This design comes from an exercise in tuning for small area, a short achievable clock period and few clock cycles per item on the open sky130 flow, not from production work.
At most, simulation tests tie the RTL to the original design; equivalence was not proved.

// bitty_core
module bitty_core (
    input clk, reset, run,                   
    input [15:0] instruction,                
    output done,                             
    output [15:0] reg_s,                     
    output [15:0] alu_result                 
);
Size: ~52 I/O pins.
==> module muldiv, before the edit <==
module muldiv (
    input             clk,
    input             first,      
    input             is_mul,
    input             is_div,     
    input             is_shr,     
    input      [15:0] A, B,
    output     [15:0] rs,         
    input      [15:0] d1,         
    input             c1,         
    output reg [15:0] R,
    output reg [15:0] Q
);
    wire [15:0] prod;
    mul16lo mul (.a(A), .b(B), .p(prod));
    wire [15:0] r   = first ? 16'd0 : R;
    wire [15:0] q   = first ? A : Q;
    assign rs = {r[14:0], q[15]};
    wire        ge1 = c1 | r[15];            
    wire [15:0] r1  = ge1 ? d1 : rs;
    wire [15:0] rs2 = {r1[14:0], q[14]};
    wire [15:0] nb  = ~B;
    wire [8:0]  cl, c0, c1h;
    wire [15:0] d2;
    wire [7:0]  dh0, dh1;
    assign cl[0]  = 1'b1;
    assign c0[0]  = 1'b0;
    assign c1h[0] = 1'b1;
    genvar i;
    generate
        for (i = 0; i < 8; i = i + 1) begin : gen_sub
            fa fl (.x(rs2[i]), .y(nb[i]), .z(cl[i]), .s(d2[i]), .c(cl[i + 1]));
            fa f0 (.x(rs2[i + 8]), .y(nb[i + 8]), .z(c0[i]), .s(dh0[i]), .c(c0[i + 1]));
            fa f1 (.x(rs2[i + 8]), .y(nb[i + 8]), .z(c1h[i]), .s(dh1[i]), .c(c1h[i + 1]));
        end
    endgenerate
    assign d2[15:8] = cl[8] ? dh1 : dh0;
    wire cout2 = cl[8] ? c1h[8] : c0[8];
    wire ge2 = cout2 | r1[15];
    always @(posedge clk) begin
        R <= is_mul ? prod : (ge2 ? d2 : rs2);
        Q <= is_shr ? {1'b0, q[15:1]} : is_div ? {q[13:0], ge1, ge2} : {q[14:0], 1'b0};
    end
endmodule
==> flow/config.mk <==
export PLATFORM = sky130hd
export DESIGN_NAME = bitty_core
export DESIGN_NICKNAME = bitty_core
export VERILOG_FILES = /design/flow/design.v
export SDC_FILE = /design/flow/constraint.sdc
export NUM_CORES = 4
export LEC_CHECK = 0
export ABC_AREA = 1
export CAP_MARGIN = 20
export CORE_MARGIN = 2
export CORE_UTILIZATION = 55
export CTS_BUF_LIST = sky130_fd_sc_hd__clkbuf_8
export SLEW_MARGIN = 20
export SYNTH_HIERARCHICAL = 1
export SYNTH_MINIMUM_KEEP_SIZE = 0
==> flow/constraint.sdc <==
create_clock -name core_clock -period 40.0 [get_ports {clk}]
set_input_delay 8.0000 -clock core_clock [delete_from_list [all_inputs] [get_ports {clk}]]
set_output_delay 8.0000 -clock core_clock [all_outputs]
set_load 0.01 [all_outputs]
standard.sh (not shown) runs the stock make flow with config.mk's settings and CLKGATE_MAP_FILE= SYNTH_SCRIPT=/design/flow/synth_recipe.tcl, a recipe that flattens the netlist after the stock synthesis.
==> flow/flow/run.sh <==
#!/bin/bash
# Own layout flow: the standard ORFS flow (standard.sh) with these changes:
#  - synthesis maps the logic with an area-oriented abc script
#    (flow/abc_myarea.script) instead of ORFS's delay-oriented one; the
#    flip-flops, flattening and renaming are the standard flow's (synth_recipe.tcl);
#  - the port buffers that placement inserts are buf_2 cells;
#  - the extra ORFS make variables in flow/make_args.txt, if any (one per
#    line), are passed to every make call.
# Each tool's output goes to the logs under orfs/logs and to flow_*.log here.
set -euo pipefail
HERE=$(pwd)
rm -rf scripts_mod
cp -r "$FLOW_HOME/scripts" scripts_mod
cp flow/abc_myarea.script scripts_mod/
python3 flow/patch_synth.py scripts_mod/synth.tcl
EXTRA=""
if [[ -f flow/make_args.txt ]]; then
  while read -r line; do
    [[ -n "$line" ]] && EXTRA="$EXTRA '$line'"
  done < flow/make_args.txt
fi
# standard.sh with our scripts folder, port buffer cell and extra variables
# added to its make call
sed -e "s|make -C |make SCRIPTS_DIR=$HERE/scripts_mod 'BUFFER_PORTS_ARGS=-buffer_cell sky130_fd_sc_hd__buf_2' $EXTRA -C |" standard.sh > standard_mod.sh
grep -q "SCRIPTS_DIR=$HERE/scripts_mod" standard_mod.sh
bash standard_mod.sh synth > flow_synth.log 2>&1
bash standard_mod.sh > flow_layout.log 2>&1
test -f out/final.def
==> flow/flow/abc_myarea.script <==
strash
dch
map -a
topo
stime -c
==> flow/flow/make_args.txt <==
SETUP_SLACK_MARGIN=19.5
==> flow/flow/patch_synth.py <==
#!/usr/bin/env python3
"""Patch a copy of ORFS's synth.tcl so that abc maps with abc_myarea.script
(area-oriented mapping) instead of ORFS's delay-oriented abc script. Only the
abc call changes: flip-flop mapping, flattening and renaming are untouched."""
import sys
f = sys.argv[1]
t = open(f).read()
old = '  log_cmd abc {*}$abc_args\n'
assert t.count(old) == 1, "abc call not found"
new = '  log_cmd abc {*}[lreplace $abc_args 1 1 $::env(SCRIPTS_DIR)/abc_myarea.script]\n'
open(f, 'w').write(t.replace(old, new))
Rerun with:
--- a/flow/design.v
+++ b/flow/design.v
@@ -202,27 +202,20 @@
     assign rs = {r[14:0], q[15]};
     wire        ge1 = c1 | r[15];            
     wire [15:0] r1  = ge1 ? d1 : rs;
     wire [15:0] rs2 = {r1[14:0], q[14]};
     wire [15:0] nb  = ~B;
-    wire [8:0]  cl, c0, c1h;
+    wire [16:0] cy;
     wire [15:0] d2;
-    wire [7:0]  dh0, dh1;
-    assign cl[0]  = 1'b1;
-    assign c0[0]  = 1'b0;
-    assign c1h[0] = 1'b1;
+    assign cy[0] = 1'b1;
     genvar i;
     generate
-        for (i = 0; i < 8; i = i + 1) begin : gen_sub
-            fa fl (.x(rs2[i]), .y(nb[i]), .z(cl[i]), .s(d2[i]), .c(cl[i + 1]));
-            fa f0 (.x(rs2[i + 8]), .y(nb[i + 8]), .z(c0[i]), .s(dh0[i]), .c(c0[i + 1]));
-            fa f1 (.x(rs2[i + 8]), .y(nb[i + 8]), .z(c1h[i]), .s(dh1[i]), .c(c1h[i + 1]));
+        for (i = 0; i < 16; i = i + 1) begin : gen_sub
+            fa f (.x(rs2[i]), .y(nb[i]), .z(cy[i]), .s(d2[i]), .c(cy[i + 1]));
         end
     endgenerate
-    assign d2[15:8] = cl[8] ? dh1 : dh0;
-    wire cout2 = cl[8] ? c1h[8] : c0[8];
-    wire ge2 = cout2 | r1[15];
+    wire ge2 = cy[16] | r1[15];
     always @(posedge clk) begin
         R <= is_mul ? prod : (ge2 ? d2 : rs2);
         Q <= is_shr ? {1'b0, q[15:1]} : is_div ? {q[13:0], ge1, ge2} : {q[14:0], 1'b0};
     end
 endmodule
The changed run ran to the end with no violations.
Worst setup slack is better by 91 ps.
Maximum frequency rose by 0.45%.
Final area decreases by 1.9%.
Clock-buffer cell count is unchanged.
Hold slack gains 18 ps.
Routed wire length shrinks by 2.5%.
Sequential share of layout area goes up by 0.60 points.
Testbench counts after the change, summed over its fixed seeds: cycles 14,932, instrs 12,000.
Only the layout flow was run in the first run of this note; the RTL was not checked for function there.

## afterwards: timing with drivers on the ports
In the flow no input, the clock included, has a driving cell. The finished layouts below were timed again as built, in two steps. Step 1, drivers: a clkbuf_16 drives clk and a buf_2 each remaining input, both assumed. Step 2 moves the port delays by t, midway between the first and last clock arrival at a register: inputs arrive t later, outputs are due t later. That takes back most of the time a late clock gives input paths. Three values: ideal ports, drivers, drivers and shift; two values: the first two.
| run | t, ns | slack for setup (ns) | worst setup path at the end | worst slew at a driven data input, ns | pins driven straight from the clock port |
|---|---|---|---|---|---|
| the first run | 0.498 | 19.686 / 19.666 / 19.666 | input to output | 0.03 | 1 |
| the second run | 0.516 | 19.778 / 19.757 / 19.722 | input to register | 0.03 | 1 |
After both steps setup and hold are still met in every run listed. The setup slack of the second run, which loses most, moves by -0.021 ns with the drivers and by -0.056 ns with both steps.
